Background: an optimization exercise with open tools, aiming at small area. Do not read the settings as production practice. The RTL was checked by simulation tests, not by an equivalence proof against the original design. Power figures rest on the tool's default switching activity, not on a simulated workload.

==> flow/design.v <==
module uart_echo (
    input  logic clk,
    input  logic rst,
    output logic uart_tx,
    input  logic uart_rx,
    output logic [7:0] seg,   
    output logic [3:0] an,    
    output logic led
);
function automatic logic [9:0] tstep(input logic [9:0] q);
  tstep = {~q[8:0], q[9] ^ q[6]};
endfunction
localparam logic [9:0] RX_FULL = 10'b0001001001;   
localparam logic [9:0] RX_HALF = 10'b0011001001;   
localparam logic [9:0] RX_TERM = 10'b0000101001;   
localparam logic [9:0] RX_MASK = 10'b1111111011;
localparam logic [9:0] TX_TERM = 10'b0110111011;   
localparam logic [9:0] TX_MASK = 10'b1111011011;
localparam logic [2:0] RK0 = 3'b100;
localparam logic [2:0] RK1 = 3'b000;
localparam logic [2:0] RK2 = 3'b001;
localparam logic [2:0] RK3 = 3'b011;
localparam logic [2:0] RK4 = 3'b111;
localparam logic [2:0] RK5 = 3'b110;
localparam logic [2:0] RK6 = 3'b101;
localparam logic [2:0] RK7 = 3'b010;
localparam logic [2:0] RKI = 3'b111;
localparam logic [2:0] TK0 = 3'b000;
localparam logic [2:0] TK1 = 3'b001;
localparam logic [2:0] TK2 = 3'b010;
localparam logic [2:0] TK3 = 3'b011;
localparam logic [2:0] TK4 = 3'b100;
localparam logic [2:0] TK5 = 3'b101;
localparam logic [2:0] TK6 = 3'b110;
localparam logic [2:0] TK7 = 3'b111;
function automatic logic [2:0] rk_next(input logic [2:0] k);
  rk_next[0] = (k == 3'b000) || (k == 3'b001) || (k == 3'b011) || (k == 3'b110);
  rk_next[1] = (k == 3'b001) || (k == 3'b011) || (k == 3'b111) || (k == 3'b101);
  rk_next[2] = (k == 3'b011) || (k == 3'b111) || (k == 3'b110) || (k == 3'b010);
endfunction
function automatic logic [2:0] tk_next(input logic [2:0] k);
  tk_next[0] = (k == 3'b000) || (k == 3'b010) || (k == 3'b100) || (k == 3'b110);
  tk_next[1] = (k == 3'b001) || (k == 3'b010) || (k == 3'b101) || (k == 3'b110);
  tk_next[2] = (k == 3'b011) || (k == 3'b100) || (k == 3'b101) || (k == 3'b110);
endfunction
logic rx_ff1, rx_sync;
always_ff @(posedge clk) begin
  if (rst) begin
    rx_ff1  <= 1'b1;
    rx_sync <= 1'b1;
  end else begin
    rx_ff1  <= uart_rx;
    rx_sync <= rx_ff1;
  end
end
logic       rx_a;
logic [2:0] rx_k;
logic [9:0] rx_cnt;
logic [7:0] rx_data;       
logic [2:0] disp;          
wire rx_tick  = ((rx_cnt & RX_MASK) == (RX_TERM & RX_MASK));
wire rx_valid = !rx_a && rx_k == RK1;
wire rx_idle  = rx_valid || (!rx_a && rx_k == RKI);
wire rx_last  = rx_k == RK7;
wire rx_load  = rst || rx_idle || (rx_tick && !rx_a && rx_last && rx_sync);
always_ff @(posedge clk) begin
  if (rx_load) begin
    rx_a <= 1'b0;
    rx_k <= (rx_sync || rst) ? RKI : RK7;
  end else if (rx_tick) begin
    rx_a <= rx_a ^ rx_last;
    rx_k <= rk_next(rx_k);
  end
end
always_ff @(posedge clk) begin
  if (rx_idle)
    rx_cnt <= RX_HALF;
  else if (rx_tick)
    rx_cnt <= RX_FULL;
  else
    rx_cnt <= tstep(rx_cnt);
end
always_ff @(posedge clk) begin
  if (rx_tick && rx_a) begin
    if (rx_k == RK0) rx_data[0] <= rx_sync;
    if (rx_k == RK1) rx_data[1] <= rx_sync;
    if (rx_k == RK2) rx_data[2] <= rx_sync;
    if (rx_k == RK3) rx_data[3] <= rx_sync;
    if (rx_k == RK4) rx_data[4] <= rx_sync;
    if (rx_k == RK5) rx_data[5] <= rx_sync;
    if (rx_k == RK6) rx_data[6] <= rx_sync;
    if (rx_k == RK7) rx_data[7] <= rx_sync;
  end
end
always_ff @(posedge clk) begin
  if (rst)
    disp <= DISP_BLANK;
  else if (rx_valid)
    disp <= disp_code(rx_data);
end
localparam logic [2:0] DISP_BLANK = 3'b000;
function automatic logic [2:0] disp_code(input logic [7:0] d);
  logic m;
  m = d[7:3] == 5'b01000;
  disp_code[0] = (m && d[2:0] == 3'd2) || (m && d[2:0] == 3'd3) || (m && d[2:0] == 3'd4) || (m && d[2:0] == 3'd5);
  disp_code[1] = (m && d[2:0] == 3'd1) || (m && d[2:0] == 3'd2) || (m && d[2:0] == 3'd5) || (m && d[2:0] == 3'd6);
  disp_code[2] = (m && d[2:0] == 3'd1) || (m && d[2:0] == 3'd3) || (m && d[2:0] == 3'd5) || (m && d[2:0] == 3'd7);
endfunction
assign an = 4'b1110;
assign seg[0] = 1'b1;
assign seg[1] = (disp == 3'b000) || (disp == 3'b101);
assign seg[2] = (disp == 3'b000) || (disp == 3'b001);
assign seg[3] = (disp == 3'b000) || (disp == 3'b100);
assign seg[4] = (disp == 3'b000) || (disp == 3'b110) || (disp == 3'b010);
assign seg[5] = (disp == 3'b000) || (disp == 3'b101) || (disp == 3'b111) || (disp == 3'b010);
assign seg[6] = (disp == 3'b000) || (disp == 3'b011) || (disp == 3'b101) || (disp == 3'b111) || (disp == 3'b010);
assign seg[7] = (disp == 3'b000) || (disp == 3'b011) || (disp == 3'b001);
logic       tx_done;
logic [2:0] tx_j;
logic       tx_bit;
logic [9:0] tx_cnt;
wire tx_tick = ((tx_cnt & TX_MASK) == (TX_TERM & TX_MASK));
assign tx_bit = (tx_j == TK0 && rx_data[0])
              || (tx_j == TK1 && rx_data[1])
              || (tx_j == TK2 && rx_data[2])
              || (tx_j == TK3 && rx_data[3])
              || (tx_j == TK4 && rx_data[4])
              || (tx_j == TK5 && rx_data[5])
              || (tx_j == TK6 && rx_data[6])
              || (tx_j == TK7 && rx_data[7]);
always_ff @(posedge clk) begin
  if (rst) begin
    tx_done <= 1'b1;
    uart_tx <= 1'b1;
  end else if (rx_valid) begin
    tx_done <= 1'b0;
    uart_tx <= 1'b0;                
  end else if (tx_tick) begin
    tx_done <= tx_done || tx_j == TK7;
    uart_tx <= tx_done || tx_bit;
  end
end
always_ff @(posedge clk) begin
  if (rx_valid)
    tx_j <= TK0;
  else if (tx_tick)
    tx_j <= tk_next(tx_j);
end
always_ff @(posedge clk) begin
  if (rx_valid || tx_tick)
    tx_cnt <= 10'd0;
  else
    tx_cnt <= tstep(tx_cnt);
end
assign led = !(!rx_a && rx_k == RKI);
endmodule
==> flow/flow/run.sh <==
#!/bin/bash
# The standard layout, with two changes: ports are buffered with the smallest
# buffer, and the clock tree is a single level of clkbuf_8 without dummy loads.
set -euo pipefail
bash standard.sh \
  "BUFFER_PORTS_ARGS=-buffer_cell sky130_fd_sc_hd__buf_1" \
  "CTS_ARGS=-sink_clustering_enable -repair_clock_nets -buf_list sky130_fd_sc_hd__clkbuf_8 -root_buf sky130_fd_sc_hd__clkbuf_8 -sink_clustering_size 50 -sink_clustering_max_diameter 200 -dont_use_dummy_load" \
  finish > standard.log 2>&1
==> flow/standard.sh <==
#!/bin/bash
# synth_recipe.tcl (not shown) runs the flow's synth.tcl, then flattens the netlist and writes it again
# the make line also repeats each setting of config.mk as NAME=value (left out here)
make -C /OpenROAD-flow-scripts/flow DESIGN_CONFIG=/design/flow/config.mk WORK_HOME=/design/flow/orfs CLKGATE_MAP_FILE= SYNTH_SCRIPT=/design/flow/synth_recipe.tcl "${@:-finish}"
==> flow/config.mk <==
export PLATFORM = sky130hd
export DESIGN_NAME = uart_echo
export DESIGN_NICKNAME = uart_echo
export VERILOG_FILES = /design/flow/design.v
export SDC_FILE = /design/flow/constraint.sdc
export NUM_CORES = 4
export LEC_CHECK = 0
export CAP_MARGIN = 20
export CORE_MARGIN = 2
export CORE_UTILIZATION = 75
export SLEW_MARGIN = 20
==> flow/constraint.sdc <==
create_clock -name core_clock -period 10.0 [get_ports {clk}]
set_input_delay 2.0000 -clock core_clock [delete_from_list [all_inputs] [get_ports {clk}]]
set_output_delay 2.0000 -clock core_clock [all_outputs]
set_load 0.01 [all_outputs]
==> results of run 1 <==
## flip-flops by register name, summed over array words and instances, names as in the netlist
name     count
tx_j         3
rx_sync      1
rx_cnt      10
rx_k         3
tx_done      1
rx_ff1       1
disp         3
rx_a         1
uart_tx      1
rx_data      8
tx_cnt      10
## cell type report
type | count | area [sq um]
Inverter | 3 | 11.3
Timing Repair Buffer | 11 | 41.3
Clock buffer | 5 | 68.8
Tap cell | 27 | 33.8
Fill cell | 111 | 278
Sequential cell | 42 | 951
Multi-Input combinational cell | 102 | 638
## cell families after synthesis
family | after synthesis | synth area share (%)
AO/OA/AOI/OAI | 13 | 5.69
other | 2 | 0.455
XOR/XNOR | 10 | 5.31
flip-flops | 42 | 57.7
multiplexers | 3 | 3.34
AND/OR/NAND/NOR | 71 | 22.3
buffers and inverters | 15 | 5.24
## per-stage QoR
| stage | area [sq um] | instances |
|---|---|---|
| after detailed placement | 1670 | 185 |
| final | 1740 | 190 |
| after global placement | 1670 | 185 |
| after CTS | 1740 | 190 |
| after floorplan | 1660 | 159 |
| after global routing | 1740 | 190 |
## synth_stat cells, types with 4 or more instances
| library cell | instances |
|---|---|
| dfxtp_1 | 31 |
| nor2_1 | 30 |
| edfxtp_1 | 11 |
| nand2_1 | 8 |
| nor3_1 | 8 |
| xnor2_1 | 6 |
| buf_4 | 5 |
| xor2_1 | 4 |
## routing by layer
| layer | GRT usage [%] | vias up | wire length (um) |
|---|---|---|---|
| met4 | 11.7 | 0 | 29 |
| li1 | - | 543 | - |
| met1 | 32.8 | 506 | 1260 |
| met2 | 43.2 | 40 | 1370 |
| met5 | 0 | - | 0 |
| met3 | 9.06 | 4 | 151 |
## power by group through the flow
stage	sequential (mW)	clock, mW	combinational (mW)
2_1_floorplan	0.226	0	0.0459
3_3_place_gp	0.232	0	0.0483
6_report	0.231	0.0938	0.0526
5_1_grt	0.235	0.103	0.0603
4_1_cts	0.230	0.0952	0.0528
3_5_place_dp	0.234	0	0.0511
## how the worst max path moves through the flow
stage | to | depth (start not counted)
2_1_floorplan | seg[1] | 3
3_3_place_gp | rx_k[1] | 3
3_5_place_dp | rx_k[1] | 3
4_1_cts | led | 2
5_1_grt | led | 2
6_report | led | 2
## critical path: stages (launching register included)
cell	delay (ns)
edfxtp_1	0.56
nand4b_1	0.23
buf_1	0.18
==> notes.md, run 1 <==
* Post-route clock period utilization at 32.4%
* Hold_sp: rx_cnt[2]
* Slew @ Worst Pin at 0.688 ns
* Largest net degree at the start of global routing at 15
* Synth warn at 1
* Clock slew at reported path FFs at 0.07 ns
* Dominant cells by area after synthesis: dfxtp_1 38%, edfxtp_1 20%, nor2_1 6.8%
* First-pass GRT wire length at 4.86 mm
* Ys async rst share at 0%
* Die span in y at 50.9 um
* Crit path DAT at 1.24 ns
* DRC viols at 0
* Hold Vio Cnt, Final at 0
* Leak pwr at 0.614 nW
* Crit path max fanout at 10
* H-Tree Depth at 2
* Slew margin rel. at 53.8%
* Area Overhead vs Synth at 5.77%
* WL final at 2.81 mm
* Hold Path Class: reg2reg
* Final Max Slew Viols at 0
* Resized Gates After CTS at 0
* Status: no timing/DRC/antenna violations
* Critical path class: reg2out
* GRT overflow at 0
* Max cap viols at 0
* Commonest cells after routing, fill and taps aside: 31 x dfxtp_1, 30 x nor2_1, 11 x buf_1, 11 x edfxtp_1
* Hold-fix buffers, CTS at 0
* Ant diodes at 0
* Final worst-path setup slack at 6.76 ns
* EDFF count, synth at 11
* Routed Antenna Nets at 0
* # setup viols final at 0
* Total Routing Usage GR at 26.8%
* Rows at 16
* Net switching power at 0.0974 mW
* Final #Nets at 168
* Clock sink total at 42
* Critical Path RT at 8.00 ns
* Comb pwr share at 13.9%
* Core outline area at 2020 sq um
* Worst VDD drop at 0.000226 V
* Clk pwr share at 24.9%
* Top_reg_cell synth: dfxtp_1
* Input/output buffers at 11
* Worst r2r src: rx_k[1]
* Placement Setup Slack at 6.92 ns
* Top cell type's share of synthesized area at 37.6%
* DIE WIDTH at 50.9 um
* Syn_area_per_cell at 10.6 sq um
* TritonRoute pass-1 iters at 4
* Routed vias at 1093
* Reg power frac at 61.2%
* Vias in the first global route at 1058
* TNS Setup at 0 ns
* Nature of the critical path startpoint: register
* Via density at 5.75
* Initial antenna violation count at 0
* Synth area leader: dfxtp_1
* P_int at 0.280 mW
* CTS tree: done
* Hold Path Stages at 1
* Root buffer cell: clkbuf_8
* Die area at 2590 sq um
* Register area share after synthesis at 57.7%
* Cts bufs inserted at 5
* Power Density at 216 nW/um^2
* Yosys reg bits at 42
* Crit end category: output port
* Worst skew pair latency at 0.29 ns
* Hold slack at 0.376 ns
* R2R depth at 3
* Initial Utilization at 81.6%
* R2R Setup Slk at 8.04 ns
* Detailed Place HPWL at 1.93 mm
* Commonest non-fill, non-tap cell in the layout: dfxtp_1
* Routed WL per cell at 14.8 um
* DRT iter0 DRCs at 36
* Deepest clock path buffer count at 2
* Post-CTS Setup Inserts at 0
* Final Util at 86.3%
* Share of layout cells above drive strength 1 at 9.20%
* Tot Pwr at 0.377 mW
* RSZ-0062 raised after global routing: false
* Synth unique cells at 40
* Synth Cell Area at 1650 sq um
* Setup crit start: rx_k[1]
* Clk_skew at 0.0123 ns
* Hold path endpoint: rx_cnt[3]
* Highest Clock Rate at 309 MHz
* Sw Share at 25.8%
* R2r endpoint: rx_k[2]
* Cells after Synth at 156
* I/O pins at 17
* Gpl congestion at 0.778
* Shortest period the worst path allows at 3.24 ns
==> run 2, diff against run 1 <==
--- a/flow/config.mk
+++ b/flow/config.mk
@@ -7,5 +7,5 @@
 export LEC_CHECK = 0
 export CAP_MARGIN = 20
 export CORE_MARGIN = 2
-export CORE_UTILIZATION = 75
+export CORE_UTILIZATION = 40
 export SLEW_MARGIN = 20
==> run 2 against run 1 <==
Register-to-register slack hardly changed. Die area is 80% higher. Combinational power is 4% lower. Maximum frequency is 0.44% higher. Setup slack better by 0.014 ns. Non-clock buffer count stayed put. Utilization is 42 points lower. Clock power is 1% lower. Synthesized cell count stayed put. Clock skew is 0.0057 ns higher. Largest cell class unchanged.
==> notes.md, run 2 <==
* Highest Clock Rate at 310 MHz
* Initial antenna violation count at 0
* Initial Utilization at 41.5%
* Synth Area in Adders at 0%
* Cts bufs inserted at 5
* Status: no timing/DRC/antenna violations
* Hold Path Class: reg2reg
* Largest net degree at the start of global routing at 15
* Leak pwr at 0.614 nW
* Crit path DAT at 1.23 ns
* Critical path class: reg2out
* # setup viols final at 0
* Cells after Synth at 156
* GRT overflow at 0
* Crit end category: output port
* Detailed Place HPWL at 1.91 mm
* Nature of the critical path startpoint: register
* Yosys reg bits at 42
* Register area share after synthesis at 57.7%
* Top_reg_cell synth: dfxtp_1
* Total Routing Usage GR at 13.4%
* Final Max Slew Viols at 0
* Compound-Gate Fraction of Synth Area at 5.69%
* Top cell type's share of synthesized area at 37.6%
* GR peak layer: met2
* First-pass GRT wire length at 4.46 mm
* Post-CTS Setup Inserts at 0
* Routed WL per cell at 12.3 um
* Synth warn at 1
* Placement Setup Slack at 6.93 ns
* Hold Vio Cnt, Final at 0
* DRC viols at 0
* Ys async rst share at 0%
* Commonest non-fill, non-tap cell in the layout: dfxtp_1
* Clock sink total at 42
* Dominant cells by area after synthesis: dfxtp_1 38%, edfxtp_1 20%, nor2_1 6.8%
* Synth top cells by count: 31 x dfxtp_1, 30 x nor2_1, 11 x edfxtp_1
* Gpl congestion at 0.772
* Clk_skew at 0.0180 ns
* Synth area leader: dfxtp_1
* Met1 Usage GRT at 15.4%
* Synth unique cells at 40
* Synth Area in Simple Gates at 22.3%
* Slew margin rel. at 53.8%
* Crit path max fanout at 10
* Final worst-path setup slack at 6.77 ns
* Ant diodes at 0
* Routed Antenna Nets at 0
* WL final at 2.62 mm
* I/O pins at 17
* Vias in the first global route at 1004
* GR Layer Usage met3 at 5.10%
* CTS tree: done
* Shortest period the worst path allows at 3.23 ns
* Share of layout cells above drive strength 1 at 9.20%
* Core outline area at 3970 sq um
* H-Tree Depth at 2
* Syn_area_per_cell at 10.6 sq um
* Power Density at 210 nW/um^2
* Routed vias at 1068
* Clock slew at reported path FFs at 0.06 ns
* Critical Path RT at 8.00 ns
* Post-Synth XOR/XNOR Area at 5.31%
* Main combinational cell family by area after synthesis: simple AND/OR/NAND/NOR gates
* Worst skew pair latency at 0.29 ns
* TNS Setup at 0 ns
* Hold-fix buffers, CTS at 0
* RSZ-0062 raised after global routing: false
* Most numerous cell in the Yosys netlist: dfxtp_1
* Post-route clock period utilization at 32.3%
* Commonest cells after routing, fill and taps aside: 31 x dfxtp_1, 30 x nor2_1, 11 x buf_1, 11 x edfxtp_1
* Die area at 4650 sq um
* EDFF count, synth at 11
* Multiplexer share of the synthesized area at 3.34%
* DRT iter0 DRCs at 31
* Deepest clock path buffer count at 2
* Input/output buffers at 11
* Die span in y at 68.2 um
* TritonRoute pass-1 iters at 4
* Area Overhead vs Synth at 7.51%
* Rows at 23
* Fillers at 390
* Met2 Use GR at 21.8%
* Resized Gates After CTS at 0
* Worst VDD drop at 0.000103 V
* Synth Cell Area at 1650 sq um
* Final #Nets at 168
* Root buffer cell: clkbuf_8
* Top flop regs: rx_cnt (10), tx_cnt (10), rx_data (8)
* Slew @ Worst Pin at 0.688 ns
* Via density at 5.01
* DIE WIDTH at 68.2 um
* Max cap viols at 0
[run 2: worst max-delay path: stages (launching register included)]
cell,delay (ns)
edfxtp_1,0.55
nand4b_1,0.22
buf_1,0.18
[run 2: logic make-up after synthesis]
group	count (synthesis)
compound gates	13
xor+xnor	10
buf+inv	15
flops	42
mux	3
other cells	2
simple gates	71
[run 2: worst paths after layout]
check / end / slack [ns] / depth (start not counted) / from
setup / recovery: led / 6.77 / 2 / rx_k[1]
hold / removal: rx_cnt[3] / 0.36 / 1 / rx_cnt[2]
setup reg to reg: rx_k[0] / 8.04 / 3 / rx_k[1]
hold reg to reg: rx_cnt[3] / 0.36 / 1 / rx_cnt[2]
[run 2: final cells by class]
type,count,area (sq um),share of cell area (%)
well taps,50,62.6,3.53
clock buffers,5,68.8,3.88
inverters,3,11.3,0.635
flip-flops and latches,42,951,53.6
repair buffers,11,41.3,2.33
multi-input cells,102,638,36.0
[run 2: layer usage]
| metal | vias to the layer above | routed length [um] | share of wire, % |
|---|---|---|---|
| met5 | - | 0 | 0 |
| met4 | 0 | 40 | 1.5 |
| met3 | 4 | 146 | 5.6 |
| met2 | 32 | 1220 | 47 |
| met1 | 492 | 1210 | 46 |
| li1 | 540 | - | - |
[run 2: report_power, final]
group          switching, mW  internal (mW)  leakage [nW]
registers             0.0222          0.207         0.351
clock network         0.0480         0.0449        0.0359
logic                 0.0227         0.0279         0.228
total                 0.0929          0.280         0.614
[run 2: through the flow]
stage / std cells / power [mW] / hold WS (ns) / cell area (sq um) / util, %
after floorplan: 159 / 0.272 / 0.343 / 1660 / -
after global placement: 208 / 0.281 / 0.349 / 1700 / 42.7
after detailed placement: 208 / 0.284 / 0.354 / 1700 / 42.7
after CTS: 213 / 0.377 / 0.369 / 1760 / 44.4
after global routing: 213 / 0.395 / 0.377 / 1770 / 44.6
final: 213 / 0.373 / 0.363 / 1770 / 44.6

afterwards: timing with drivers on the ports:
The results above use ideal ports. As a check the final layouts listed here were re-extracted and re-timed, cells and wires unchanged. Step 1, drivers: a clkbuf_16 drives clk and a buf_2 each remaining input, both assumed. Step 2 also shifts input and output timing later by t, the mid clock arrival at the registers, as if the neighbouring blocks saw the same clock. Three values: ideal, step 1, step 2; two values: the first two.
| run | shift t [ns] | setup WS [ns] | hold slack, ns | slew at the worst register clock pin (ns) | cell pins on the clock port's net |
|---|---|---|---|---|---|
| run 1 | 0.308 | 6.760 / 6.734 / 6.907 | 0.376 / 0.376 / 0.376 | 0.08 / 0.08 | 1 |
| run 2 | 0.306 | 6.774 / 6.747 / 6.925 | 0.363 / 0.363 / 0.363 | 0.08 / 0.08 | 1 |
After both steps setup and hold are still met in every run listed.
